Background: an optimization exercise with open tools, aiming at small area and a short achievable clock period. Do not read the settings as production practice.
At most, simulation tests tie the RTL to the original design; equivalence was not proved.
Only the layout flow was run in run 2; the RTL was not checked for function there.

==> flow/design.v (outline; a module is shown in full before it is edited, if it fits) <==
// module top: 1743 lines
// module fa: 4 lines
// module ha: 4 lines
module top (input logic clk, rst,
            input logic enable, din,
            input logic signed [10:0] x,
            output logic signed [11:0] q,
            output logic spike);
  // ...
==> flow/flow/run.sh <==
#!/bin/bash
# Standard ORFS layout (the standard.sh), with timing repair aimed at a
# setup slack of 8.2 ns at the design's 12 ns clock, so that the resizer keeps
# improving paths that already meet 12 ns.  Logs: standard.log and orfs/logs.
set -euo pipefail
bash standard.sh SETUP_SLACK_MARGIN=8.2 TNS_END_PERCENT=30 BUFFER_PORTS_ARGS="-buffer_cell sky130_fd_sc_hd__buf_2" finish > standard.log 2>&1
==> flow/standard.sh <==
#!/bin/bash
# synth_recipe.tcl (not shown) runs the flow's synth.tcl, then flattens the netlist and writes it again
# the make line also repeats each setting of config.mk as NAME=value (left out here)
make -C /OpenROAD-flow-scripts/flow DESIGN_CONFIG=/design/flow/config.mk WORK_HOME=/design/flow/orfs CLKGATE_MAP_FILE= SYNTH_SCRIPT=/design/flow/synth_recipe.tcl "${@:-finish}"
==> flow/config.mk <==
export PLATFORM = sky130hd
export DESIGN_NAME = top
export DESIGN_NICKNAME = top
export VERILOG_FILES = /design/flow/design.v
export SDC_FILE = /design/flow/constraint.sdc
export NUM_CORES = 4
export LEC_CHECK = 0
export ABC_AREA = 1
export CAP_MARGIN = 20
export CORE_MARGIN = 2
export CORE_UTILIZATION = 40
export SETUP_SLACK_MARGIN = 5
export SLEW_MARGIN = 60
export SYNTH_HIERARCHICAL = 1
export SYNTH_MINIMUM_KEEP_SIZE = 0
==> flow/constraint.sdc <==
create_clock -name core_clock -period 12.0 [get_ports {clk}]
set_input_delay 2.4000 -clock core_clock [delete_from_list [all_inputs] [get_ports {clk}]]
set_output_delay 2.4000 -clock core_clock [all_outputs]
set_load 0.01 [all_outputs]
==> flow_metrics.env, run 1 <==
export IMPL_syn_inst=3406
export IMPL_grt_pass1_vias=21500
export IMPL_synth_seq_cells=403
export IMPL_yosysMostFrequentCell="inv_1"
export IMPL_status="complete, no violations"
export IMPL_crit_family="simple AND/OR/NAND/NOR gates"
export IMPL_synth_cell_type_count=54
export IMPL_syn_avg_cell_area_um2=8.73
export IMPL_tightest_slew_ns=0.528
export IMPL_finalWirelength_um=69000
export IMPL_vias=22200
export IMPL_htree_levels=2
export IMPL_synth_fa_ha_area_frac=0.370
export IMPL_hold_depth=2
export IMPL_crit_buf_inv=5
export IMPL_layout_common_cells="inv_1 (518), nand2_1 (476), fa_1 (355), dfxtp_1 (341)"
export IMPL_io_buffers=27
export IMPL_top_usage_layer="met2"
export IMPL_muxShareOfSynthArea=0
export IMPL_final_nets=4136
export IMPL_grt_usage=0.183
export IMPL_numCtsBuffers=46
export IMPL_arrival_ns=4.30
export IMPL_async_reset_ff_frac=0
export IMPL_nonClkBufAreaFrac=0.0163
export IMPL_synth_ff_type="dfxtp_1"
export IMPL_sh_seq_area=0.247
export IMPL_cts_root_buffer="clkbuf_16"
export IMPL_place_area_mm2=0.0310
==> run 2: changes to the inputs <==
--- a/flow/design.v
+++ b/flow/design.v
@@ -1,16 +1,14 @@
 `timescale 1ns/1ps
 module top (input logic clk, rst,
             input logic enable, din,
             input logic signed [10:0] x,
             output logic signed [11:0] q,
             output logic spike);
-logic [13:0] x7;
-logic [16:0] x33;
 logic s1_0_s;
 logic s1_0_c;
 logic s1_1_s;
 logic s1_1_c;
 logic s1_2_s;
 logic s1_2_c;
 logic s1_3_s;
 logic s1_3_c;
@@ -111,16 +109,38 @@
 logic s1_51_s;
 logic s1_51_c;
 logic s1_52_s;
 logic s1_52_c;
 logic s1_53_s;
 logic s1_53_c;
 logic s1_54_s;
 logic s1_54_c;
+logic s1_55_s;
+logic s1_55_c;
+logic s1_56_s;
+logic s1_56_c;
+logic s1_57_s;
+logic s1_57_c;
+logic s1_58_s;
+logic s1_58_c;
+logic s1_59_s;
+logic s1_59_c;
+logic s1_60_s;
+logic s1_60_c;
+logic s1_61_s;
+logic s1_61_c;
+logic s1_62_s;
+logic s1_62_c;
+logic s1_63_s;
+logic s1_63_c;
+logic s1_64_s;
+logic s1_64_c;
+logic s1_65_s;
+logic s1_65_c;
 logic [20:0] s1_a;
 logic [20:0] s1_b;
 logic [20:0] s1;
 logic h1n_0_s;
 logic h1n_0_c;
 logic h1n_1_s;
 logic h1n_1_c;
 logic h1n_2_s;
@@ -230,22 +250,45 @@
 logic h1n_54_s;
 logic h1n_54_c;
 logic h1n_55_s;
 logic h1n_55_c;
 logic h1n_56_s;
 logic h1n_56_c;
 logic h1n_57_s;
 logic h1n_57_c;
+logic h1n_58_s;
+logic h1n_58_c;
+logic h1n_59_s;
+logic h1n_59_c;
+logic h1n_60_s;
+logic h1n_60_c;
+logic h1n_61_s;
+logic h1n_61_c;
+logic h1n_62_s;
+logic h1n_62_c;
+logic h1n_63_s;
+logic h1n_63_c;
+logic h1n_64_s;
+logic h1n_64_c;
+logic h1n_65_s;
+logic h1n_65_c;
+logic h1n_66_s;
+logic h1n_66_c;
+logic h1n_67_s;
+logic h1n_67_c;
+logic h1n_68_s;
+logic h1n_68_c;
+logic h1n_69_s;
+logic h1n_69_c;
 logic [20:0] h1n_a;
 logic [20:0] h1n_b;
 logic [20:0] h1n;
-logic [13:0] w7;
-logic [16:0] w33;
-logic [13:0] w7d;
+logic [10:0] xr;
+logic [10:0] u1;
 logic [20:0] h1;
 logic [10:0] y1a;
 logic [10:0] y1n;
 logic v47n_0_s;
 logic v47n_0_c;
 logic v47n_1_s;
 logic v47n_1_c;
 logic v47n_2_s;
@@ -501,37 +544,38 @@
 logic [12:0] tb;
 logic [4:0] bop_n;
 logic [4:0] bon_n;
 logic [4:0] btp_n;
 logic [4:0] btn_n;
 logic [11:0] zs;
 logic [11:0] r5_n;
 logic [11:0] r5p;
+logic [11:0] r5m;
 logic [12:0] za;
 logic [12:0] zb;
 logic [11:0] pp0;
 logic bng0;
 logic [11:0] pp1;
 logic bng1;
 logic [11:0] pp2;
 logic bng2;
 logic [11:0] pp3;
 logic bng3;
 logic [11:0] pp4;
 logic bng4;
+logic [4:0] bop;
+logic [4:0] bon;
+logic [4:0] btp;
+logic [4:0] btn;
 logic [10:0] z0;
 logic [10:0] z1;
 logic [10:0] z2;
 logic [10:0] z3;
 logic [10:0] z0n;
-logic [4:0] bop;
-logic [4:0] bon;
-logic [4:0] btp;
-logic [4:0] btn;
 logic [11:0] r5;
 logic pm_0_s;
 logic pm_0_c;
 logic pm_1_s;
 logic pm_1_c;
 logic pm_2_s;
 logic pm_2_c;
 logic pm_3_s;
@@ -998,159 +1042,182 @@
 logic [15:0] fe_r;
 logic [11:0] qr;
 logic r;
 logic signed [11:0] qs, ts;
 logic [2:0] st_n;
 logic [11:0] thr;
 logic [2:0] st;
 logic [0:0] spk;
-assign x7 = {x, 3'b000} - {{3{x[10]}}, x};
-assign x33 = {x[10], x, 5'b00000} + {{6{x[10]}}, x};
-ha s1_0 (.a(w7[3]), .b(y1a[5]), .s(s1_0_s), .co(s1_0_c));
-fa s1_1 (.a(w7[4]), .b(y1a[6]), .c(y1a[3]), .s(s1_1_s), .co(s1_1_c));
-fa s1_2 (.a(w7[5]), .b(y1a[7]), .c(y1a[4]), .s(s1_2_s), .co(s1_2_c));
-fa s1_3 (.a(w7[6]), .b(y1a[8]), .c(y1a[5]), .s(s1_3_s), .co(s1_3_c));
-fa s1_4 (.a(w7[7]), .b(y1a[9]), .c(y1a[6]), .s(s1_4_s), .co(s1_4_c));
-ha s1_5 (.a(y1a[4]), .b(y1n[0]), .s(s1_5_s), .co(s1_5_c));
-fa s1_6 (.a(w7[8]), .b(y1n[10]), .c(y1a[7]), .s(s1_6_s), .co(s1_6_c));
-fa s1_7 (.a(y1a[5]), .b(y1n[1]), .c(h1[10]), .s(s1_7_s), .co(s1_7_c));
-fa s1_8 (.a(w7[9]), .b(y1a[8]), .c(y1a[6]), .s(s1_8_s), .co(s1_8_c));
-fa s1_9 (.a(y1n[2]), .b(y1a[0]), .c(h1[11]), .s(s1_9_s), .co(s1_9_c));
-fa s1_10 (.a(w7[10]), .b(y1a[9]), .c(y1a[7]), .s(s1_10_s), .co(s1_10_c));
-fa s1_11 (.a(y1n[3]), .b(y1a[1]), .c(h1[12]), .s(s1_11_s), .co(s1_11_c));
-fa s1_12 (.a(w7[11]), .b(y1n[10]), .c(y1a[8]), .s(s1_12_s), .co(s1_12_c));
-fa s1_13 (.a(y1n[4]), .b(y1a[2]), .c(h1[13]), .s(s1_13_s), .co(s1_13_c));
-fa s1_14 (.a(w7[12]), .b(y1a[9]), .c(y1n[5]), .s(s1_14_s), .co(s1_14_c));
-ha s1_15 (.a(y1a[3]), .b(h1[14]), .s(s1_15_s), .co(s1_15_c));
-fa s1_16 (.a(y1n[10]), .b(y1n[6]), .c(y1a[4]), .s(s1_16_s), .co(s1_16_c));
-assign s1_17_s = h1[15] ^ w7[13];
-assign s1_17_c = h1[15] & ~w7[13];
-ha s1_18 (.a(y1n[7]), .b(y1a[5]), .s(s1_18_s), .co(s1_18_c));
-ha s1_19 (.a(w7[1]), .b(y1a[3]), .s(s1_19_s), .co(s1_19_c));
-fa s1_20 (.a(w7[2]), .b(y1a[4]), .c(y1a[1]), .s(s1_20_s), .co(s1_20_c));
-fa s1_21 (.a(y1a[2]), .b(y1a[0]), .c(h1[5]), .s(s1_21_s), .co(s1_21_c));
-fa s1_22 (.a(y1a[1]), .b(h1[6]), .c(s1_0_c), .s(s1_22_s), .co(s1_22_c));
-fa s1_23 (.a(y1a[2]), .b(h1[7]), .c(s1_1_c), .s(s1_23_s), .co(s1_23_c));
-fa s1_24 (.a(y1a[3]), .b(h1[8]), .c(s1_2_c), .s(s1_24_s), .co(s1_24_c));
-fa s1_25 (.a(h1[9]), .b(s1_5_s), .c(s1_3_c), .s(s1_25_s), .co(s1_25_c));
-fa s1_26 (.a(s1_5_c), .b(s1_4_c), .c(s1_6_s), .s(s1_26_s), .co(s1_26_c));
-fa s1_27 (.a(s1_6_c), .b(s1_7_c), .c(s1_8_s), .s(s1_27_s), .co(s1_27_c));
-fa s1_28 (.a(s1_8_c), .b(s1_9_c), .c(s1_10_s), .s(s1_28_s), .co(s1_28_c));
-fa s1_29 (.a(s1_10_c), .b(s1_11_c), .c(s1_12_s), .s(s1_29_s), .co(s1_29_c));
-fa s1_30 (.a(s1_15_s), .b(s1_12_c), .c(s1_13_c), .s(s1_30_s), .co(s1_30_c));
-fa s1_31 (.a(s1_15_c), .b(s1_14_c), .c(s1_16_s), .s(s1_31_s), .co(s1_31_c));
-fa s1_32 (.a(h1[16]), .b(s1_17_c), .c(s1_18_s), .s(s1_32_s), .co(s1_32_c));
-fa s1_33 (.a(y1n[8]), .b(y1a[6]), .c(h1[17]), .s(s1_33_s), .co(s1_33_c));
-ha s1_34 (.a(y1n[9]), .b(y1a[7]), .s(s1_34_s), .co(s1_34_c));
-ha s1_35 (.a(y1a[10]), .b(y1a[8]), .s(s1_35_s), .co(s1_35_c));
-ha s1_36 (.a(w7[0]), .b(y1a[2]), .s(s1_36_s), .co(s1_36_c));
-fa s1_37 (.a(y1a[0]), .b(h1[3]), .c(s1_19_s), .s(s1_37_s), .co(s1_37_c));
-fa s1_38 (.a(h1[4]), .b(s1_19_c), .c(s1_20_s), .s(s1_38_s), .co(s1_38_c));
-fa s1_39 (.a(s1_0_s), .b(s1_20_c), .c(s1_21_s), .s(s1_39_s), .co(s1_39_c));
-fa s1_40 (.a(s1_21_c), .b(s1_1_s), .c(s1_22_s), .s(s1_40_s), .co(s1_40_c));
-fa s1_41 (.a(s1_2_s), .b(s1_22_c), .c(s1_23_s), .s(s1_41_s), .co(s1_41_c));
-fa s1_42 (.a(s1_3_s), .b(s1_23_c), .c(s1_24_s), .s(s1_42_s), .co(s1_42_c));
-fa s1_43 (.a(s1_4_s), .b(s1_24_c), .c(s1_25_s), .s(s1_43_s), .co(s1_43_c));
-fa s1_44 (.a(s1_7_s), .b(s1_25_c), .c(s1_26_s), .s(s1_44_s), .co(s1_44_c));
-fa s1_45 (.a(s1_9_s), .b(s1_26_c), .c(s1_27_s), .s(s1_45_s), .co(s1_45_c));
-fa s1_46 (.a(s1_11_s), .b(s1_27_c), .c(s1_28_s), .s(s1_46_s), .co(s1_46_c));
-fa s1_47 (.a(s1_13_s), .b(s1_28_c), .c(s1_29_s), .s(s1_47_s), .co(s1_47_c));
-fa s1_48 (.a(s1_14_s), .b(s1_29_c), .c(s1_30_s), .s(s1_48_s), .co(s1_48_c));
-fa s1_49 (.a(~s1_17_s), .b(s1_30_c), .c(s1_31_s), .s(s1_49_s), .co(s1_49_c));
-fa s1_50 (.a(s1_16_c), .b(s1_32_s), .c(s1_31_c), .s(s1_50_s), .co(s1_50_c));
-fa s1_51 (.a(s1_18_c), .b(s1_33_s), .c(s1_32_c), .s(s1_51_s), .co(s1_51_c));
-fa s1_52 (.a(h1[18]), .b(s1_34_s), .c(s1_33_c), .s(s1_52_s), .co(s1_52_c));
-fa s1_53 (.a(h1[19]), .b(s1_34_c), .c(s1_35_s), .s(s1_53_s), .co(s1_53_c));
-fa s1_54 (.a(y1a[9]), .b(h1[20]), .c(s1_35_c), .s(s1_54_s), .co(s1_54_c));
-assign s1_a = {s1_53_c, s1_52_c, s1_51_c, s1_50_c, s1_49_c, s1_48_c, s1_47_c, s1_46_c, s1_45_c, s1_44_c, s1_43_c, s1_42_c, s1_41_c, s1_40_c, s1_39_c, s1_38_c, s1_37_c, s1_36_c, s1_36_s, y1a[1], y1a[0]};
-assign s1_b = {s1_54_s, s1_53_s, s1_52_s, s1_51_s, s1_50_s, s1_49_s, s1_48_s, s1_47_s, s1_46_s, s1_45_s, s1_44_s, s1_43_s, s1_42_s, s1_41_s, s1_40_s, s1_39_s, s1_38_s, s1_37_s, h1[2], h1[1], h1[0]};
+assign s1_0_s = 1'b1 ^ xr[4] ^ y1a[9];
+assign s1_0_c = (1'b1 & xr[4]) | (1'b1 & y1a[9]) | (xr[4] & y1a[9]);
+assign s1_1_s = 1'b1 ^ xr[5] ^ y1n[10];
+assign s1_1_c = (1'b1 & xr[5]) | (1'b1 & y1n[10]) | (xr[5] & y1n[10]);
+ha s1_2 (.a(y1a[7]), .b(y1a[5]), .s(s1_2_s), .co(s1_2_c));
+fa s1_3 (.a(xr[6]), .b(y1a[8]), .c(y1a[6]), .s(s1_3_s), .co(s1_3_c));
+ha s1_4 (.a(y1n[2]), .b(y1a[0]), .s(s1_4_s), .co(s1_4_c));
+fa s1_5 (.a(xr[10]), .b(xr[7]), .c(y1a[9]), .s(s1_5_s), .co(s1_5_c));
+ha s1_6 (.a(y1a[7]), .b(y1n[3]), .s(s1_6_s), .co(s1_6_c));
+fa s1_7 (.a(xr[8]), .b(y1n[10]), .c(y1a[8]), .s(s1_7_s), .co(s1_7_c));
+fa s1_8 (.a(xr[0]), .b(y1a[5]), .c(y1a[2]), .s(s1_8_s), .co(s1_8_c));
+fa s1_9 (.a(xr[1]), .b(y1a[6]), .c(y1a[3]), .s(s1_9_s), .co(s1_9_c));
+ha s1_10 (.a(y1a[1]), .b(h1[6]), .s(s1_10_s), .co(s1_10_c));
+fa s1_11 (.a(xr[2]), .b(y1a[7]), .c(y1a[4]), .s(s1_11_s), .co(s1_11_c));
+fa s1_12 (.a(~xr[5]), .b(y1a[2]), .c(h1[7]), .s(s1_12_s), .co(s1_12_c));
+fa s1_13 (.a(xr[3]), .b(y1a[8]), .c(y1a[5]), .s(s1_13_s), .co(s1_13_c));
+fa s1_14 (.a(~xr[6]), .b(y1a[3]), .c(h1[8]), .s(s1_14_s), .co(s1_14_c));
+fa s1_15 (.a(y1a[6]), .b(y1a[4]), .c(y1n[0]), .s(s1_15_s), .co(s1_15_c));
+fa s1_16 (.a(~xr[7]), .b(h1[9]), .c(s1_0_s), .s(s1_16_s), .co(s1_16_c));
+fa s1_17 (.a(~xr[8]), .b(y1n[1]), .c(h1[10]), .s(s1_17_s), .co(s1_17_c));
+fa s1_18 (.a(s1_2_s), .b(s1_0_c), .c(s1_1_s), .s(s1_18_s), .co(s1_18_c));
+fa s1_19 (.a(h1[11]), .b(s1_2_c), .c(s1_4_s), .s(s1_19_s), .co(s1_19_c));
+fa s1_20 (.a(~xr[9]), .b(s1_1_c), .c(s1_3_s), .s(s1_20_s), .co(s1_20_c));
+fa s1_21 (.a(y1a[1]), .b(h1[12]), .c(s1_4_c), .s(s1_21_s), .co(s1_21_c));
+fa s1_22 (.a(s1_6_s), .b(s1_3_c), .c(s1_5_s), .s(s1_22_s), .co(s1_22_c));
+fa s1_23 (.a(y1n[4]), .b(y1a[2]), .c(h1[13]), .s(s1_23_s), .co(s1_23_c));
+fa s1_24 (.a(s1_6_c), .b(s1_5_c), .c(s1_7_s), .s(s1_24_s), .co(s1_24_c));
+fa s1_25 (.a(xr[9]), .b(y1a[9]), .c(y1n[5]), .s(s1_25_s), .co(s1_25_c));
+fa s1_26 (.a(y1a[3]), .b(h1[14]), .c(s1_7_c), .s(s1_26_s), .co(s1_26_c));
+fa s1_27 (.a(y1n[10]), .b(y1n[6]), .c(y1a[4]), .s(s1_27_s), .co(s1_27_c));
+assign s1_28_s = h1[15] ^ xr[10];
+assign s1_28_c = h1[15] & ~xr[10];
+ha s1_29 (.a(y1n[7]), .b(y1a[5]), .s(s1_29_s), .co(s1_29_c));
+ha s1_30 (.a(y1a[3]), .b(y1a[0]), .s(s1_30_s), .co(s1_30_c));
+fa s1_31 (.a(y1a[4]), .b(y1a[1]), .c(h1[4]), .s(s1_31_s), .co(s1_31_c));
+fa s1_32 (.a(~xr[3]), .b(y1a[0]), .c(h1[5]), .s(s1_32_s), .co(s1_32_c));
+fa s1_33 (.a(s1_10_s), .b(s1_8_c), .c(s1_9_s), .s(s1_33_s), .co(s1_33_c));
+fa s1_34 (.a(s1_10_c), .b(s1_9_c), .c(s1_11_s), .s(s1_34_s), .co(s1_34_c));
+fa s1_35 (.a(s1_11_c), .b(s1_13_s), .c(s1_12_c), .s(s1_35_s), .co(s1_35_c));
+fa s1_36 (.a(s1_13_c), .b(s1_15_s), .c(s1_14_c), .s(s1_36_s), .co(s1_36_c));
+fa s1_37 (.a(s1_15_c), .b(s1_17_s), .c(s1_18_s), .s(s1_37_s), .co(s1_37_c));
+fa s1_38 (.a(s1_17_c), .b(s1_19_s), .c(s1_18_c), .s(s1_38_s), .co(s1_38_c));
+fa s1_39 (.a(s1_19_c), .b(s1_21_s), .c(s1_22_s), .s(s1_39_s), .co(s1_39_c));
+fa s1_40 (.a(s1_23_s), .b(s1_21_c), .c(s1_22_c), .s(s1_40_s), .co(s1_40_c));
+fa s1_41 (.a(s1_23_c), .b(s1_25_s), .c(s1_24_c), .s(s1_41_s), .co(s1_41_c));
+fa s1_42 (.a(~s1_28_s), .b(s1_25_c), .c(s1_27_s), .s(s1_42_s), .co(s1_42_c));
+fa s1_43 (.a(h1[16]), .b(s1_28_c), .c(s1_29_s), .s(s1_43_s), .co(s1_43_c));
+fa s1_44 (.a(y1n[8]), .b(y1a[6]), .c(h1[17]), .s(s1_44_s), .co(s1_44_c));
+ha s1_45 (.a(y1n[9]), .b(y1a[7]), .s(s1_45_s), .co(s1_45_c));
+ha s1_46 (.a(y1a[10]), .b(y1a[8]), .s(s1_46_s), .co(s1_46_c));
+ha s1_47 (.a(y1a[2]), .b(h1[2]), .s(s1_47_s), .co(s1_47_c));
+fa s1_48 (.a(~xr[1]), .b(h1[3]), .c(s1_30_s), .s(s1_48_s), .co(s1_48_c));
+fa s1_49 (.a(~xr[2]), .b(s1_30_c), .c(s1_31_s), .s(s1_49_s), .co(s1_49_c));
+fa s1_50 (.a(s1_31_c), .b(s1_8_s), .c(s1_32_s), .s(s1_50_s), .co(s1_50_c));
+fa s1_51 (.a(~xr[4]), .b(s1_32_c), .c(s1_33_s), .s(s1_51_s), .co(s1_51_c));
+fa s1_52 (.a(s1_12_s), .b(s1_33_c), .c(s1_34_s), .s(s1_52_s), .co(s1_52_c));
+fa s1_53 (.a(s1_14_s), .b(s1_34_c), .c(s1_35_s), .s(s1_53_s), .co(s1_53_c));
+fa s1_54 (.a(s1_35_c), .b(s1_36_s), .c(s1_16_s), .s(s1_54_s), .co(s1_54_c));
+fa s1_55 (.a(s1_36_c), .b(s1_16_c), .c(s1_37_s), .s(s1_55_s), .co(s1_55_c));
+fa s1_56 (.a(s1_20_s), .b(s1_37_c), .c(s1_38_s), .s(s1_56_s), .co(s1_56_c));
+fa s1_57 (.a(s1_20_c), .b(s1_38_c), .c(s1_39_s), .s(s1_57_s), .co(s1_57_c));
+fa s1_58 (.a(s1_24_s), .b(s1_39_c), .c(s1_40_s), .s(s1_58_s), .co(s1_58_c));
+fa s1_59 (.a(s1_26_s), .b(s1_40_c), .c(s1_41_s), .s(s1_59_s), .co(s1_59_c));
+fa s1_60 (.a(s1_26_c), .b(s1_42_s), .c(s1_41_c), .s(s1_60_s), .co(s1_60_c));
+fa s1_61 (.a(s1_27_c), .b(s1_43_s), .c(s1_42_c), .s(s1_61_s), .co(s1_61_c));
+fa s1_62 (.a(s1_29_c), .b(s1_44_s), .c(s1_43_c), .s(s1_62_s), .co(s1_62_c));
+fa s1_63 (.a(h1[18]), .b(s1_45_s), .c(s1_44_c), .s(s1_63_s), .co(s1_63_c));
+fa s1_64 (.a(h1[19]), .b(s1_45_c), .c(s1_46_s), .s(s1_64_s), .co(s1_64_c));
+fa s1_65 (.a(y1a[9]), .b(h1[20]), .c(s1_46_c), .s(s1_65_s), .co(s1_65_c));
+assign s1_a = {s1_64_c, s1_63_c, s1_62_c, s1_61_c, s1_60_c, s1_59_c, s1_58_c, s1_57_c, s1_56_c, s1_55_c, s1_54_c, s1_53_c, s1_52_c, s1_51_c, s1_50_c, s1_49_c, s1_48_c, s1_47_c, s1_47_s, y1a[1], y1a[0]};
+assign s1_b = {s1_65_s, s1_64_s, s1_63_s, s1_62_s, s1_61_s, s1_60_s, s1_59_s, s1_58_s, s1_57_s, s1_56_s, s1_55_s, s1_54_s, s1_53_s, s1_52_s, s1_51_s, s1_50_s, s1_49_s, s1_48_s, ~xr[0], h1[1], h1[0]};
 assign s1 = s1_a + s1_b;
-assign h1n_0_s = 1'b1 ^ w33[9];
-assign h1n_0_c = 1'b1 & w33[9];
-ha h1n_1 (.a(w33[10]), .b(w7d[8]), .s(h1n_1_s), .co(h1n_1_c));
-assign h1n_2_s = 1'b1 ^ w33[11] ^ w7d[9];
-assign h1n_2_c = (1'b1 & w33[11]) | (1'b1 & w7d[9]) | (w33[11] & w7d[9]);
-assign h1n_3_s = 1'b1 ^ w33[12];
-assign h1n_3_c = 1'b1 & w33[12];
-assign h1n_4_s = 1'b1 ^ w33[4];
-assign h1n_4_c = 1'b1 & w33[4];
-ha h1n_5 (.a(w33[5]), .b(w7d[3]), .s(h1n_5_s), .co(h1n_5_c));
-ha h1n_6 (.a(w33[6]), .b(w7d[4]), .s(h1n_6_s), .co(h1n_6_c));
-assign h1n_7_s = 1'b1 ^ w33[7] ^ w7d[5];
-assign h1n_7_c = (1'b1 & w33[7]) | (1'b1 & w7d[5]) | (w33[7] & w7d[5]);
-ha h1n_8 (.a(y1n[6]), .b(y1n[3]), .s(h1n_8_s), .co(h1n_8_c));
-fa h1n_9 (.a(w33[8]), .b(w7d[6]), .c(y1n[7]), .s(h1n_9_s), .co(h1n_9_c));
-ha h1n_10 (.a(y1n[4]), .b(y1n[1]), .s(h1n_10_s), .co(h1n_10_c));
-fa h1n_11 (.a(w7d[7]), .b(y1n[8]), .c(y1n[5]), .s(h1n_11_s), .co(h1n_11_c));
-fa h1n_12 (.a(y1n[2]), .b(y1n[0]), .c(h1n_0_s), .s(h1n_12_s), .co(h1n_12_c));
-fa h1n_13 (.a(y1n[9]), .b(y1n[6]), .c(y1n[3]), .s(h1n_13_s), .co(h1n_13_c));
-fa h1n_14 (.a(y1n[1]), .b(h1n_0_c), .c(h1n_1_s), .s(h1n_14_s), .co(h1n_14_c));
-fa h1n_15 (.a(y1a[10]), .b(y1n[7]), .c(y1n[4]), .s(h1n_15_s), .co(h1n_15_c));
-fa h1n_16 (.a(y1n[2]), .b(h1n_1_c), .c(h1n_2_s), .s(h1n_16_s), .co(h1n_16_c));
-fa h1n_17 (.a(w7d[10]), .b(y1n[8]), .c(y1n[5]), .s(h1n_17_s), .co(h1n_17_c));
-fa h1n_18 (.a(y1n[3]), .b(h1n_3_s), .c(h1n_2_c), .s(h1n_18_s), .co(h1n_18_c));
-fa h1n_19 (.a(w33[13]), .b(w7d[11]), .c(y1n[9]), .s(h1n_19_s), .co(h1n_19_c));
-fa h1n_20 (.a(y1n[6]), .b(y1n[4]), .c(h1n_3_c), .s(h1n_20_s), .co(h1n_20_c));
-fa h1n_21 (.a(w33[14]), .b(w7d[12]), .c(y1a[10]), .s(h1n_21_s), .co(h1n_21_c));
-ha h1n_22 (.a(y1n[7]), .b(y1n[5]), .s(h1n_22_s), .co(h1n_22_c));
-fa h1n_23 (.a(w33[15]), .b(y1n[8]), .c(y1n[6]), .s(h1n_23_s), .co(h1n_23_c));
-assign h1n_24_s = 1'b1 ^ y1n[9];
-assign h1n_24_c = 1'b1 & y1n[9];
-ha h1n_25 (.a(w7d[2]), .b(y1n[3]), .s(h1n_25_s), .co(h1n_25_c));
-fa h1n_26 (.a(y1n[4]), .b(y1n[1]), .c(h1n_4_c), .s(h1n_26_s), .co(h1n_26_c));
-fa h1n_27 (.a(y1n[5]), .b(y1n[2]), .c(h1n_5_c), .s(h1n_27_s), .co(h1n_27_c));
-fa h1n_28 (.a(y1n[0]), .b(h1n_6_c), .c(h1n_8_s), .s(h1n_28_s), .co(h1n_28_c));
-fa h1n_29 (.a(h1n_8_c), .b(h1n_10_s), .c(h1n_7_c), .s(h1n_29_s), .co(h1n_29_c));
-fa h1n_30 (.a(h1n_10_c), .b(h1n_9_c), .c(h1n_11_s), .s(h1n_30_s), .co(h1n_30_c));
-fa h1n_31 (.a(h1n_11_c), .b(h1n_13_s), .c(h1n_12_c), .s(h1n_31_s), .co(h1n_31_c));
-fa h1n_32 (.a(h1n_13_c), .b(h1n_15_s), .c(h1n_14_c), .s(h1n_32_s), .co(h1n_32_c));
-fa h1n_33 (.a(h1n_15_c), .b(h1n_17_s), .c(h1n_16_c), .s(h1n_33_s), .co(h1n_33_c));
-fa h1n_34 (.a(h1n_17_c), .b(h1n_19_s), .c(h1n_20_s), .s(h1n_34_s), .co(h1n_34_c));
-fa h1n_35 (.a(h1n_22_s), .b(h1n_19_c), .c(h1n_21_s), .s(h1n_35_s), .co(h1n_35_c));
-fa h1n_36 (.a(h1n_22_c), .b(h1n_21_c), .c(h1n_23_s), .s(h1n_36_s), .co(h1n_36_c));
-fa h1n_37 (.a(y1n[7]), .b(h1n_24_s), .c(h1n_23_c), .s(h1n_37_s), .co(h1n_37_c));
-assign h1n_38_s = 1'b1 ^ y1a[10] ^ y1n[8];
-assign h1n_38_c = (1'b1 & y1a[10]) | (1'b1 & y1n[8]) | (y1a[10] & y1n[8]);
-assign h1n_39_s = 1'b1 ^ w33[1];
-assign h1n_39_c = 1'b1 & w33[1];
-fa h1n_40 (.a(w33[2]), .b(w7d[0]), .c(y1n[1]), .s(h1n_40_s), .co(h1n_40_c));
-fa h1n_41 (.a(w33[3]), .b(w7d[1]), .c(y1n[2]), .s(h1n_41_s), .co(h1n_41_c));
-fa h1n_42 (.a(y1n[0]), .b(h1n_25_s), .c(h1n_4_s), .s(h1n_42_s), .co(h1n_42_c));
-fa h1n_43 (.a(h1n_25_c), .b(h1n_5_s), .c(h1n_26_s), .s(h1n_43_s), .co(h1n_43_c));
-fa h1n_44 (.a(h1n_6_s), .b(h1n_26_c), .c(h1n_27_s), .s(h1n_44_s), .co(h1n_44_c));
-fa h1n_45 (.a(h1n_7_s), .b(h1n_27_c), .c(h1n_28_s), .s(h1n_45_s), .co(h1n_45_c));
-fa h1n_46 (.a(h1n_9_s), .b(h1n_28_c), .c(h1n_29_s), .s(h1n_46_s), .co(h1n_46_c));
-fa h1n_47 (.a(h1n_12_s), .b(h1n_29_c), .c(h1n_30_s), .s(h1n_47_s), .co(h1n_47_c));
-fa h1n_48 (.a(h1n_14_s), .b(h1n_30_c), .c(h1n_31_s), .s(h1n_48_s), .co(h1n_48_c));
-fa h1n_49 (.a(h1n_16_s), .b(h1n_31_c), .c(h1n_32_s), .s(h1n_49_s), .co(h1n_49_c));
-fa h1n_50 (.a(h1n_18_s), .b(h1n_32_c), .c(h1n_33_s), .s(h1n_50_s), .co(h1n_50_c));
-fa h1n_51 (.a(h1n_18_c), .b(h1n_34_s), .c(h1n_33_c), .s(h1n_51_s), .co(h1n_51_c));
-fa h1n_52 (.a(h1n_20_c), .b(h1n_35_s), .c(h1n_34_c), .s(h1n_52_s), .co(h1n_52_c));
-fa h1n_53 (.a(~w7d[13]), .b(h1n_35_c), .c(h1n_36_s), .s(h1n_53_s), .co(h1n_53_c));
-fa h1n_54 (.a(~w33[16]), .b(h1n_36_c), .c(h1n_37_s), .s(h1n_54_s), .co(h1n_54_c));
-fa h1n_55 (.a(h1n_24_c), .b(h1n_38_s), .c(h1n_37_c), .s(h1n_55_s), .co(h1n_55_c));
-ha h1n_56 (.a(y1n[9]), .b(h1n_38_c), .s(h1n_56_s), .co(h1n_56_c));
-assign h1n_57_s = 1'b1 ^ y1a[10];
-assign h1n_57_c = 1'b1 & y1a[10];
-assign h1n_a = {h1n_57_c, h1n_56_c, h1n_55_c, h1n_54_c, h1n_53_c, h1n_52_c, h1n_51_c, h1n_50_c, h1n_49_c, h1n_48_c, h1n_47_c, h1n_46_c, h1n_45_c, h1n_44_c, h1n_43_c, h1n_42_c, h1n_41_c, h1n_40_c, h1n_39_c, h1n_39_s, w33[0]};
-assign h1n_b = {1'b0, h1n_57_s, h1n_56_s, h1n_55_s, h1n_54_s, h1n_53_s, h1n_52_s, h1n_51_s, h1n_50_s, h1n_49_s, h1n_48_s, h1n_47_s, h1n_46_s, h1n_45_s, h1n_44_s, h1n_43_s, h1n_42_s, h1n_41_s, h1n_40_s, y1n[0], 1'b0};
+assign h1n_0_s = 1'b1 ^ xr[7] ^ xr[2];
+assign h1n_0_c = (1'b1 & xr[7]) | (1'b1 & xr[2]) | (xr[7] & xr[2]);
+fa h1n_1 (.a(xr[8]), .b(xr[3]), .c(u1[3]), .s(h1n_1_s), .co(h1n_1_c));
+fa h1n_2 (.a(xr[9]), .b(xr[4]), .c(u1[4]), .s(h1n_2_s), .co(h1n_2_c));
+ha h1n_3 (.a(y1n[8]), .b(y1n[5]), .s(h1n_3_s), .co(h1n_3_c));
+fa h1n_4 (.a(xr[5]), .b(u1[5]), .c(y1n[9]), .s(h1n_4_s), .co(h1n_4_c));
+fa h1n_5 (.a(y1n[6]), .b(y1n[3]), .c(y1n[1]), .s(h1n_5_s), .co(h1n_5_c));
+fa h1n_6 (.a(xr[6]), .b(u1[6]), .c(y1a[10]), .s(h1n_6_s), .co(h1n_6_c));
+ha h1n_7 (.a(y1n[7]), .b(y1n[4]), .s(h1n_7_s), .co(h1n_7_c));
+assign h1n_8_s = 1'b1 ^ xr[7] ^ u1[10];
+assign h1n_8_c = (1'b1 & xr[7]) | (1'b1 & u1[10]) | (xr[7] & u1[10]);
+ha h1n_9 (.a(u1[7]), .b(y1n[8]), .s(h1n_9_s), .co(h1n_9_c));
+assign h1n_10_s = 1'b1 ^ xr[8] ^ u1[8];
+assign h1n_10_c = (1'b1 & xr[8]) | (1'b1 & u1[8]) | (xr[8] & u1[8]);
+assign h1n_11_s = 1'b1 ^ xr[9];
+assign h1n_11_c = 1'b1 & xr[9];
+assign h1n_12_s = 1'b1 ^ xr[4];
+assign h1n_12_c = 1'b1 & xr[4];
+fa h1n_13 (.a(xr[5]), .b(xr[0]), .c(u1[0]), .s(h1n_13_s), .co(h1n_13_c));
+ha h1n_14 (.a(y1n[4]), .b(y1n[1]), .s(h1n_14_s), .co(h1n_14_c));
+fa h1n_15 (.a(xr[6]), .b(xr[1]), .c(u1[1]), .s(h1n_15_s), .co(h1n_15_c));
+fa h1n_16 (.a(~u1[4]), .b(y1n[5]), .c(y1n[2]), .s(h1n_16_s), .co(h1n_16_c));
+fa h1n_17 (.a(u1[2]), .b(y1n[6]), .c(y1n[3]), .s(h1n_17_s), .co(h1n_17_c));
+fa h1n_18 (.a(~u1[5]), .b(y1n[0]), .c(h1n_0_s), .s(h1n_18_s), .co(h1n_18_c));
+fa h1n_19 (.a(y1n[7]), .b(y1n[4]), .c(y1n[1]), .s(h1n_19_s), .co(h1n_19_c));
+fa h1n_20 (.a(~u1[6]), .b(h1n_0_c), .c(h1n_1_s), .s(h1n_20_s), .co(h1n_20_c));
+fa h1n_21 (.a(~u1[7]), .b(y1n[2]), .c(y1n[0]), .s(h1n_21_s), .co(h1n_21_c));
+fa h1n_22 (.a(h1n_3_s), .b(h1n_1_c), .c(h1n_2_s), .s(h1n_22_s), .co(h1n_22_c));
+fa h1n_23 (.a(h1n_3_c), .b(h1n_2_c), .c(h1n_4_s), .s(h1n_23_s), .co(h1n_23_c));
+fa h1n_24 (.a(xr[10]), .b(u1[8]), .c(~h1n_5_s), .s(h1n_24_s), .co(h1n_24_c));
+fa h1n_25 (.a(y1n[2]), .b(h1n_7_s), .c(h1n_4_c), .s(h1n_25_s), .co(h1n_25_c));
+fa h1n_26 (.a(~u1[9]), .b(h1n_5_c), .c(h1n_6_s), .s(h1n_26_s), .co(h1n_26_c));
+fa h1n_27 (.a(y1n[5]), .b(y1n[3]), .c(h1n_7_c), .s(h1n_27_s), .co(h1n_27_c));
+fa h1n_28 (.a(h1n_9_s), .b(h1n_6_c), .c(h1n_8_s), .s(h1n_28_s), .co(h1n_28_c));
+fa h1n_29 (.a(y1n[9]), .b(y1n[6]), .c(y1n[4]), .s(h1n_29_s), .co(h1n_29_c));
+fa h1n_30 (.a(h1n_9_c), .b(h1n_8_c), .c(h1n_10_s), .s(h1n_30_s), .co(h1n_30_c));
+fa h1n_31 (.a(u1[9]), .b(y1a[10]), .c(y1n[7]), .s(h1n_31_s), .co(h1n_31_c));
+fa h1n_32 (.a(y1n[5]), .b(h1n_11_s), .c(h1n_10_c), .s(h1n_32_s), .co(h1n_32_c));
+fa h1n_33 (.a(y1n[8]), .b(y1n[6]), .c(h1n_11_c), .s(h1n_33_s), .co(h1n_33_c));
+assign h1n_34_s = xr[10] ^ u1[10];
+assign h1n_34_c = xr[10] | u1[10];
+assign h1n_35_s = 1'b1 ^ y1n[9];
+assign h1n_35_c = 1'b1 & y1n[9];
+assign h1n_36_s = 1'b1 ^ xr[3];
+assign h1n_36_c = 1'b1 & xr[3];
+fa h1n_37 (.a(~u1[2]), .b(y1n[3]), .c(y1n[0]), .s(h1n_37_s), .co(h1n_37_c));
+fa h1n_38 (.a(h1n_12_c), .b(h1n_14_s), .c(h1n_13_s), .s(h1n_38_s), .co(h1n_38_c));
+fa h1n_39 (.a(h1n_14_c), .b(h1n_13_c), .c(h1n_15_s), .s(h1n_39_s), .co(h1n_39_c));
+fa h1n_40 (.a(h1n_15_c), .b(h1n_17_s), .c(h1n_16_c), .s(h1n_40_s), .co(h1n_40_c));
+fa h1n_41 (.a(h1n_17_c), .b(h1n_19_s), .c(h1n_18_c), .s(h1n_41_s), .co(h1n_41_c));
+fa h1n_42 (.a(h1n_19_c), .b(h1n_21_s), .c(h1n_22_s), .s(h1n_42_s), .co(h1n_42_c));
+fa h1n_43 (.a(h1n_21_c), .b(h1n_22_c), .c(h1n_23_s), .s(h1n_43_s), .co(h1n_43_c));
+fa h1n_44 (.a(h1n_23_c), .b(h1n_25_s), .c(h1n_26_s), .s(h1n_44_s), .co(h1n_44_c));
+fa h1n_45 (.a(h1n_27_s), .b(h1n_25_c), .c(h1n_28_s), .s(h1n_45_s), .co(h1n_45_c));
+fa h1n_46 (.a(h1n_29_s), .b(h1n_27_c), .c(h1n_28_c), .s(h1n_46_s), .co(h1n_46_c));
+fa h1n_47 (.a(h1n_29_c), .b(h1n_31_s), .c(h1n_30_c), .s(h1n_47_s), .co(h1n_47_c));
+fa h1n_48 (.a(h1n_34_s), .b(h1n_31_c), .c(h1n_33_s), .s(h1n_48_s), .co(h1n_48_c));
+fa h1n_49 (.a(y1n[7]), .b(~h1n_34_c), .c(h1n_35_s), .s(h1n_49_s), .co(h1n_49_c));
+assign h1n_50_s = 1'b1 ^ y1a[10] ^ y1n[8];
+assign h1n_50_c = (1'b1 & y1a[10]) | (1'b1 & y1n[8]) | (y1a[10] & y1n[8]);
+assign h1n_51_s = 1'b1 ^ xr[1];
+assign h1n_51_c = 1'b1 & xr[1];
+fa h1n_52 (.a(xr[2]), .b(~u1[0]), .c(y1n[1]), .s(h1n_52_s), .co(h1n_52_c));
+fa h1n_53 (.a(~u1[1]), .b(y1n[2]), .c(h1n_36_s), .s(h1n_53_s), .co(h1n_53_c));
+fa h1n_54 (.a(h1n_36_c), .b(h1n_12_s), .c(h1n_37_s), .s(h1n_54_s), .co(h1n_54_c));
+fa h1n_55 (.a(~u1[3]), .b(h1n_37_c), .c(h1n_38_s), .s(h1n_55_s), .co(h1n_55_c));
+fa h1n_56 (.a(h1n_16_s), .b(h1n_38_c), .c(h1n_39_s), .s(h1n_56_s), .co(h1n_56_c));
+fa h1n_57 (.a(h1n_39_c), .b(h1n_40_s), .c(h1n_18_s), .s(h1n_57_s), .co(h1n_57_c));
+fa h1n_58 (.a(h1n_40_c), .b(h1n_20_s), .c(h1n_41_s), .s(h1n_58_s), .co(h1n_58_c));
+fa h1n_59 (.a(h1n_20_c), .b(h1n_42_s), .c(h1n_41_c), .s(h1n_59_s), .co(h1n_59_c));
+fa h1n_60 (.a(~h1n_24_s), .b(h1n_42_c), .c(h1n_43_s), .s(h1n_60_s), .co(h1n_60_c));
+fa h1n_61 (.a(~h1n_24_c), .b(h1n_43_c), .c(h1n_44_s), .s(h1n_61_s), .co(h1n_61_c));
+fa h1n_62 (.a(h1n_26_c), .b(h1n_45_s), .c(h1n_44_c), .s(h1n_62_s), .co(h1n_62_c));
+fa h1n_63 (.a(h1n_30_s), .b(h1n_45_c), .c(h1n_46_s), .s(h1n_63_s), .co(h1n_63_c));
+fa h1n_64 (.a(h1n_32_s), .b(h1n_46_c), .c(h1n_47_s), .s(h1n_64_s), .co(h1n_64_c));
+fa h1n_65 (.a(h1n_32_c), .b(h1n_48_s), .c(h1n_47_c), .s(h1n_65_s), .co(h1n_65_c));
+fa h1n_66 (.a(h1n_33_c), .b(h1n_49_s), .c(h1n_48_c), .s(h1n_66_s), .co(h1n_66_c));
+fa h1n_67 (.a(h1n_35_c), .b(h1n_50_s), .c(h1n_49_c), .s(h1n_67_s), .co(h1n_67_c));
+ha h1n_68 (.a(y1n[9]), .b(h1n_50_c), .s(h1n_68_s), .co(h1n_68_c));
+assign h1n_69_s = 1'b1 ^ y1a[10];
+assign h1n_69_c = 1'b1 & y1a[10];
+assign h1n_a = {h1n_69_c, h1n_68_c, h1n_67_c, h1n_66_c, h1n_65_c, h1n_64_c, h1n_63_c, h1n_62_c, h1n_61_c, h1n_60_c, h1n_59_c, h1n_58_c, h1n_57_c, h1n_56_c, h1n_55_c, h1n_54_c, h1n_53_c, h1n_52_c, h1n_51_c, h1n_51_s, xr[0]};
+assign h1n_b = {1'b0, h1n_69_s, h1n_68_s, h1n_67_s, h1n_66_s, h1n_65_s, h1n_64_s, h1n_63_s, h1n_62_s, h1n_61_s, h1n_60_s, h1n_59_s, h1n_58_s, h1n_57_s, h1n_56_s, h1n_55_s, h1n_54_s, h1n_53_s, h1n_52_s, y1n[0], 1'b0};
 assign h1n = h1n_a + h1n_b;
 always_ff @(posedge clk) begin
   if (rst) begin
-    w7 <= 14'd0;
-    w33 <= 17'd0;
-    w7d <= 14'd0;
-    h1 <= 21'd1499136;
+    xr <= 11'd0;
+    u1 <= 11'd0;
+    h1 <= 21'd1493508;
     y1a <= 11'd0;
     y1n <= 11'd2047;
   end else begin
-    w7 <= x7;
-    w33 <= x33;
-    w7d <= w7;
+    xr <= x;
+    u1 <= xr;
     h1 <= h1n;
     y1a <= s1[20:10];
     y1n <= ~(s1[20:10]);
   end
 end
 assign v47n_0_s = 1'b1 ^ y1a[5];
 assign v47n_0_c = 1'b1 & y1a[5];
 assign v47n_1_s = 1'b1 ^ y1a[0];
@@ -1383,40 +1450,39 @@
 assign pp4[5] = (bop[4] & za[6]) | (bon[4] & ~za[6]) | (btp[4] & za[5]) | (btn[4] & ~za[5]);
 assign pp4[6] = (bop[4] & za[7]) | (bon[4] & ~za[7]) | (btp[4] & za[6]) | (btn[4] & ~za[6]);
 assign pp4[7] = (bop[4] & za[8]) | (bon[4] & ~za[8]) | (btp[4] & za[7]) | (btn[4] & ~za[7]);
 assign pp4[8] = (bop[4] & za[9]) | (bon[4] & ~za[9]) | (btp[4] & za[8]) | (btn[4] & ~za[8]);
 assign pp4[9] = (bop[4] & za[10]) | (bon[4] & ~za[10]) | (btp[4] & za[9]) | (btn[4] & ~za[9]);
 assign pp4[10] = (bop[4] & za[11]) | (bon[4] & ~za[11]) | (btp[4] & za[10]) | (btn[4] & ~za[10]);
 assign pp4[11] = (bop[4] & za[12]) | (bon[4] & ~za[12]) | (btp[4] & za[11]) | (btn[4] & ~za[11]);
 assign bng4 = bon[4] | btn[4];
-assign r5p = (t1n[9] ^ t1n[10]) ? (t1n[10] ? ~zs : zs) : 12'd0;
-assign r5_n = r5p + 12'd3414 + {11'd0, ~t1n[9] & t1n[10]};
+assign r5p = zs + 12'd3414;
+assign r5m = 12'd3414 - zs;
+assign r5_n = (t1n[9] & ~t1n[10]) ? r5p : (~t1n[9] & t1n[10]) ? r5m : 12'd3414;
+always_ff @(posedge clk) begin
+  bop <= bop_n;
+  bon <= bon_n;
+  btp <= btp_n;
+  btn <= btn_n;
+end
 always_ff @(posedge clk) begin
   if (rst) begin
     z0 <= 11'd0;
     z1 <= 11'd0;
     z2 <= 11'd0;
     z3 <= 11'd0;
     z0n <= 11'd2047;
-    bop <= 5'd0;
-    bon <= 5'd0;
-    btp <= 5'd0;
-    btn <= 5'd0;
     r5 <= 12'd3414;
   end else begin
     z0 <= y2a;
     z1 <= z0;
     z2 <= z1;
     z3 <= z2;
     z0n <= ~y2a;
-    bop <= bop_n;
-    bon <= bon_n;
-    btp <= btp_n;
-    btn <= btn_n;
     r5 <= r5_n;
   end
 end
 ha pm_0 (.a(pp0[6]), .b(pp1[4]), .s(pm_0_s), .co(pm_0_c));
 ha pm_1 (.a(pp0[7]), .b(pp1[5]), .s(pm_1_s), .co(pm_1_c));
 fa pm_2 (.a(pp0[8]), .b(pp1[6]), .c(pp2[4]), .s(pm_2_s), .co(pm_2_c));
 ha pm_3 (.a(pp3[2]), .b(pp4[0]), .s(pm_3_s), .co(pm_3_c));
 assign pm_4_s = 1'b1 ^ pp0[9] ^ pp1[7];
==> flow/flow/run.sh (replaced) <==
#!/bin/bash
# Standard ORFS layout (the standard.sh), with timing repair aimed at a
# setup slack of 8.0 ns at the design's 12 ns clock, so that the resizer keeps
# improving paths that already meet 12 ns.  Logs: standard.log and orfs/logs.
set -euo pipefail
bash standard.sh SETUP_SLACK_MARGIN=8.0 BUFFER_PORTS_ARGS="-buffer_cell sky130_fd_sc_hd__buf_2" finish > standard.log 2>&1
==> flow/config.mk (replaced) <==
export PLATFORM = sky130hd
export DESIGN_NAME = top
export DESIGN_NICKNAME = top
export VERILOG_FILES = /design/flow/design.v
export SDC_FILE = /design/flow/constraint.sdc
export NUM_CORES = 4
export LEC_CHECK = 0
export CAP_MARGIN = 20
export CORE_MARGIN = 2
export CORE_UTILIZATION = 40
export SETUP_SLACK_MARGIN = 5
export SLEW_MARGIN = 60
export SYNTH_HIERARCHICAL = 1
export SYNTH_MINIMUM_KEEP_SIZE = 0
==> flow_metrics.env, run 2 <==
export IMPL_cp_end_kind="flip-flop"
export IMPL_ys_top_cells_by_area="dfxtp_1 (27%), fa_1 (27%), ha_1 (13%)"
export IMPL_path_class="flip-flop to flip-flop"
export IMPL_dp_cells=3573
export IMPL_ant_nets=0
export IMPL_yosysTopAreaCell="dfxtp_1"
export IMPL_synthTopCellsByCount="dfxtp_1 (381), fa_1 (376), ha_1 (292)"
export IMPL_grt_usage=0.186
export IMPL_hp_class="flip-flop to flip-flop"
export IMPL_arrival_ns=4.82
export IMPL_fmax_mhz=233
export IMPL_dieArea_mm2=0.0728
export IMPL_cp_required_ns=12.54
export IMPL_top_layer="met5"
export IMPL_num_antenna_cells=0
export IMPL_finalCritPeriodShare=0.357
export IMPL_gp_routability_congestion=0.863
export IMPL_crit_buf_inv=0
export IMPL_numCtsBuffers=46
export IMPL_syn_inst=2684
export IMPL_cts_hold_buffers=0
export IMPL_vias_per_cell=5.15
export IMPL_period_minus_slack_ns=4.29
export IMPL_yosysMostFrequentCell="dfxtp_1"
export IMPL_antenna_found_initial=1
export IMPL_status="complete, no violations"
export IMPL_start_util=0.404
export IMPL_path_clk_slew_ns=0.06
export IMPL_die_y_um=270
export IMPL_yosys_warnings=7
export IMPL_final_nets=3432
export IMPL_synth_edff_count=0
export IMPL_wl_per_cell_um=18.0
export IMPL_synth_ff_type="dfxtp_1"
export IMPL_cp_max_fo=5
export IMPL_syn_avg_cell_area_um2=10.5
export IMPL_finalWirelength_um=67000
export IMPL_fp_dieW_um=270
export IMPL_htree_levels=2
export IMPL_crit_slowest_cell="fa_1"
export IMPL_io_buffers=27
export IMPL_grt_pass1_wl_um=109000
export IMPL_synth_cell_type_count=84
export IMPL_n_fill_cell=6372
export IMPL_cts_sinks=381
export IMPL_clockBufferDepth=3
export IMPL_overflow=0
export IMPL_pin_count=28
export IMPL_crit_path_start_kind="flip-flop"
export IMPL_vias=19200
export IMPL_dp_hpwl_um=50700
export IMPL_synth_top_area_frac=0.270
export IMPL_multi_input_area_mm2=0.0202
export IMPL_rows=97
export IMPL_drive_above_1_share=0.150
export IMPL_wl_met3_um=1960
export IMPL_mostFrequentLayoutCell="fa_1"
export IMPL_cts_root_buffer="clkbuf_16"
export IMPL_drc=0
export IMPL_synth_seq_cells=381
export IMPL_hold_ws_ns=0.435
export IMPL_grt_max_degree=87
export IMPL_cts_tree="yes"
export IMPL_syn_area_mm2=0.0283
export IMPL_cpPeakStageDelay_ns=0.53
export IMPL_finalSetupViolCount=0
export IMPL_met2_length_um=33500
export IMPL_crit_top_cell="fa_1"
export IMPL_drv_slew=0
export IMPL_syn_to_final_growth_pct=15.4
export IMPL_fin_tns_setup_ns=0
export IMPL_drt_pass1_iterations=5
export IMPL_layout_common_cells="fa_1 (366), dfxtp_1 (297), ha_1 (267), inv_1 (228), nor2_1 (207)"
export IMPL_final_hold_violation_count=0
export IMPL_largestRegisters="h1: 21 flops, h2: 21 flops, v47: 19 flops"
export IMPL_slew_headroom=0.620
export IMPL_fin_util=0.466
export IMPL_drt_met1_wl_um=29900
export IMPL_tightest_slew_ns=0.567
export IMPL_max_cap_viol_count=0
export IMPL_grt_pass1_vias=20500
export IMPL_fin_cells=3725
export IMPL_drt_iter0_drc=819
export IMPL_final_setup_skew_ns=0.0325
export IMPL_cp_cell_sequence="mux2i_1 > nand2_1 > fa_1 > fa_1 > fa_1 > ha_4 > and4_4 > nand3_2 > o2111a_2 > or4b_4 > a2111o_1 > or4b_1"
export IMPL_rsz0062_at_grt="yes"
export IMPL_ys_seq_area_frac=0.270
export IMPL_clkLatencyLatePin_ns=0.60
export IMPL_core_area_mm2=0.0700
export IMPL_register_area_mm2=0.00785
export IMPL_async_reset_ff_frac=0
export IMPL_crit_family="adder cells"
-- run 2: logic make-up after synthesis --
kind of cell / share of synthesized area
AOI/OAI and AO/OA: 0.0955
xor gates and xnor gates: 0.0341
adders and majority gates: 0.396
buffers and inverters: 0.0436
DFF: 0.270
muxes: 0.0371
other: 0.000133
and+or+nand+nor: 0.124
-- run 2: per-stage QoR --
| stage | setup WS [ns] | instance area (µm²) |
|---|---|---|
| 4_1_cts | 7.73 | 32000 |
| 3_5_place_dp | 7.48 | 29500 |
| 3_3_place_gp | 7.49 | 29400 |
| 5_1_grt | 7.61 | 32600 |
| 6_report | 7.71 | 32600 |
| 2_1_floorplan | 7.88 | 28400 |
-- run 2: metal layers --
layer	track usage	vias up
met4	0.0556	2
met5	0	-
met2	0.323	320
met3	0.0214	105
met1	0.244	9598
li1	-	9145
-- run 2: modules after synthesis (local to each module, per instance) --
module / area [µm²] / cells / flip-flops and latches / times used
top: 20000 / 2244 / 381 / 1
fa: 20.0 / 1 / 0 / 369
ha: 12.5 / 1 / 0 / 71
-- run 2: final cells by class --
type,instances,share of cell area
multi-input combinational,1980,0.620
sequential,381,0.241
clock buffer,59,0.0393
tap,940,0.0361
inverter,238,0.0276
timing repair buffer,102,0.0246
clock inverter,25,0.0117
-- run 2: final timing paths --
path / startpoint / endpoint / slack, ns / cells after the start
setup / recovery: z0n[6]$_SDFF_PP1_ / p[11]$_SDFF_PP0_ / 7.71 / 12
hold / removal: z2[4]$_SDFF_PP0_ / z3[4]$_SDFF_PP0_ / 0.43 / 1
setup reg to reg: z0n[6]$_SDFF_PP1_ / p[11]$_SDFF_PP0_ / 7.71 / 12
hold reg to reg: z2[4]$_SDFF_PP0_ / z3[4]$_SDFF_PP0_ / 0.43 / 1
-- run 2: repair_timing --
item,4_1_cts,5_1_grt
buffers inserted,47,21
pin swaps,40,68
gates cloned,0,0
resized for setup,141,99
setup endpoints to repair,53,64

## static timing again, ports no longer ideal
The flow's constraints put no driver on any port. The routed layouts listed below were extracted and timed again, unchanged, in two steps. Step 1: set_driving_cell puts a clkbuf_16 on clk and a buf_2 on each other input, an assumption about the parent block. Step 2, shift: input delay + t, output delay - t, t = (earliest + latest rising clock arrival at the registers) / 2. This alone moves slack from input paths to output paths. a / b / c = ideal / step 1 / step 2; a / b = the first two.
run | t (ns) | slack for setup (ns) | hold WS [ns] | pins driven straight from the clock port
run 1 | 0.657 | 8.265 / 8.265 / 7.642 | 0.400 / 0.400 / 0.400 | 1
run 2 | 0.648 | 7.713 / 7.713 / 7.713 | 0.435 / 0.435 / 0.435 | 1
After both steps setup and hold are still met in every run listed. The setup slack of run 1, which loses most, moves by 0.000 ns with the drivers and by -0.623 ns with both steps.
